Context: an optimization exercise on an open-source flow, tuned for small area, a short achievable clock period and few clock cycles per item. The choices shown serve that exercise and are no tape-out recipe.
Function was checked by simulation only, so behaviour that the tests miss may differ from the original.

==> trial 33: inputs <==
Design fpmul64, start of the top module:
module fpmul64 (
    input         clk,
    input         rst,
    input         valid,
    input  [63:0] a,
    input  [63:0] b,
    output [63:0] result,
    output [2:0]  fex,
    output        done
);
    fpmul u_mul (
        .clk(clk),
        .rst(rst),
        .valid(valid),
        .a(a),
        .b(b),
        .result(result),
        .fex(fex),
        .done(done)
    );
endmodule
clock: 16.0 ns
lec_check: 0
abc_area: 1
cap_margin: 30
core_margin: 2
core_utilization: 55
place_density: 0.65
slew_margin: 30
standard.sh (not shown) runs the stock make flow with config.mk's settings and CLKGATE_MAP_FILE= SYNTH_SCRIPT=/design/flow/synth_recipe.tcl, a recipe that flattens the netlist after the stock synthesis.
==> flow/flow/run.sh <==
#!/bin/bash
# Own layout flow.
#  1. the standard synthesis (standard.sh synth), unchanged.
#  2. flow/netopt.py: a clean-up of the synthesised netlist's combinational cells. It removes
#     the buffers ABC inserted (placement buffers nets again where the layout needs it) and most
#     of the inverters Yosys's extract_fa leaves between full adders: a full adder is self-dual
#     (FA(~a,~b,~c) = ~FA(a,b,c)) and an XOR/XNOR gate absorbs an inversion by swapping kind, so
#     some of them can work on complemented signals. Registers are not touched.
set -euo pipefail
R=orfs/results/${FLOW_PLATFORM}/fpmul64/base
bash standard.sh synth > synth.log 2>&1
cp "$R/1_2_yosys.v" 1_2_yosys.standard.v
python3 flow/netopt.py 1_2_yosys.standard.v 1_2_yosys.netopt.v > netopt.log 2>&1
cp 1_2_yosys.netopt.v "$R/1_2_yosys.v"
rm -f "$R/1_synth.odb"
bash standard.sh SETUP_SLACK_MARGIN=11.8 \
  "CTS_ARGS=-sink_clustering_enable -repair_clock_nets -sink_clustering_size 30 -sink_clustering_max_diameter 100 -dont_use_dummy_load" \
  POST_GLOBAL_ROUTE_TCL=$PWD/flow/grt_post.tcl \
  "BUFFER_PORTS_ARGS=-buffer_cell sky130_fd_sc_hd__buf_2" \
  finish > pnr.log 2>&1
==> flow/flow/grt_post.tcl <==
# After global routing and its antenna repair (POST_GLOBAL_ROUTE_TCL): the diodes load their
# nets, so buffer again any net they push over its slew or capacitance limits (with a margin
# for the detailed routing to come), and route the changed nets.
repair_design -slew_margin 30 -cap_margin 30
global_route -start_incremental
detailed_placement
global_route -end_incremental
check_placement -verbose
Other scripts of this flow, unchanged in this note and not shown: flow/flow/netopt.py
==> build 70: changes against trial 33 <==
--- a/flow/flow/run.sh
+++ b/flow/flow/run.sh
@@ -15,4 +15,3 @@
 rm -f "$R/1_synth.odb"
-bash standard.sh SETUP_SLACK_MARGIN=11.8 \
-  "CTS_ARGS=-sink_clustering_enable -repair_clock_nets -sink_clustering_size 30 -sink_clustering_max_diameter 100 -dont_use_dummy_load" \
+bash standard.sh SETUP_SLACK_MARGIN=11.5 CTS_CLUSTER_SIZE=30 CTS_CLUSTER_DIAMETER=100 \
   POST_GLOBAL_ROUTE_TCL=$PWD/flow/grt_post.tcl \
==> flow/flow/grt_post.tcl (replaced) <==
# After global routing (POST_GLOBAL_ROUTE_TCL):
# 2. the diodes load their nets: buffer again any net they push over its slew or capacitance
#    limits, and route the changed nets.
repair_antennas -iterations 5 -ratio_margin 20
estimate_parasitics -global_routing
global_route -start_incremental
repair_design -slew_margin 30 -cap_margin 30
detailed_placement
global_route -end_incremental
check_placement -verbose
--- a/flow/config.mk
+++ b/flow/config.mk
@@ -10,4 +10,3 @@
 export CORE_MARGIN = 2
-export CORE_UTILIZATION = 55
-export PLACE_DENSITY = 0.65
+export CORE_UTILIZATION = 40
 export SLEW_MARGIN = 30
==> summary of the runs <==
- Build 70 ended with an error in 5_1_grt (EST-0104). Trial 33 went through all stages and came out clean.
- In area after synthesis, trial 33 and build 70 do not differ.
- Synthesized cell count is the same in build 70 and trial 33.
==> figures <==
Inst Count DP: build 70 11,700; trial 33 11,000
Number of I/O pins: build 70 199; trial 33 199
Syn Nets: build 70 10,400; trial 33 10,400
Post-detailed-placement cell area: build 70 88,600 um^2; trial 33 87,900 um^2
CTS-repair resized insts: build 70 132; trial 33 358
Setup repair bufs after CTS: build 70 5; trial 33 62
Clock buffers created by TritonCTS: build 70 50; trial 33 43
Status: build 70 did not finish; trial 33 finished clean
Failing step: build 70 5_1_grt; trial 33 -
FP Rows: build 70 166; trial 33 142
GP Congestion: build 70 0.998; trial 33 0.985
Cell area after synthesis: build 70 82,700 um^2; trial 33 82,700 um^2
Total of hold buffers inserted after clock tree synthesis: build 70 0; trial 33 0
Post-detailed-placement half-perimeter wirelength: build 70 230,000 um; trial 33 224,000 um
DP Worst Slack: build 70 11.06 ns; trial 33 11.11 ns
Starting density of the core: build 70 40.3%; trial 33 55.3%
Port bufs: build 70 198; trial 33 198
Die H: build 70 459 um; trial 33 392 um
Horizontal die dimension: build 70 459 um; trial 33 392 um
Root buffer cell: build 70 sky130_fd_sc_hd__clkbuf_16; trial 33 sky130_fd_sc_hd__clkbuf_16
Maximum clock insertion buffer count: build 70 3; trial 33 3
Testbench counts of trial 33, summed over its fixed seeds: cycles 32,032, items 32,000.
Testbench counts of build 70, summed over its fixed seeds: cycles 32,032, items 32,000.

==> separate check: timing with driven ports <==
Ports are ideal in the flow. The routed layout listed here was re-timed in OpenROAD. Step 1: set_driving_cell puts a clkbuf_16 on clk and a buf_2 on each other input, an assumption about the parent block. Step 2 moves the port delays by t, midway between the first and last clock arrival at a register: inputs arrive t later, outputs are due t later. That takes back most of the time a late clock gives input paths. Three values: no drivers, after step 1, after step 2; two values: the first two.
run: trial 33
t, ns: 0.775
slack for setup (ns): 11.616 / 11.527 / 11.232
clock arrival spread, ns: 0.082 / 0.083
worst register clock-pin slew, ns: 0.12 / 0.12
worst slew at a driven data input, ns: 0.05
After both steps trial 33 still meets setup and hold. For trial 33, drivers alone change the setup slack by -0.089 ns; drivers and shift together by -0.384 ns.
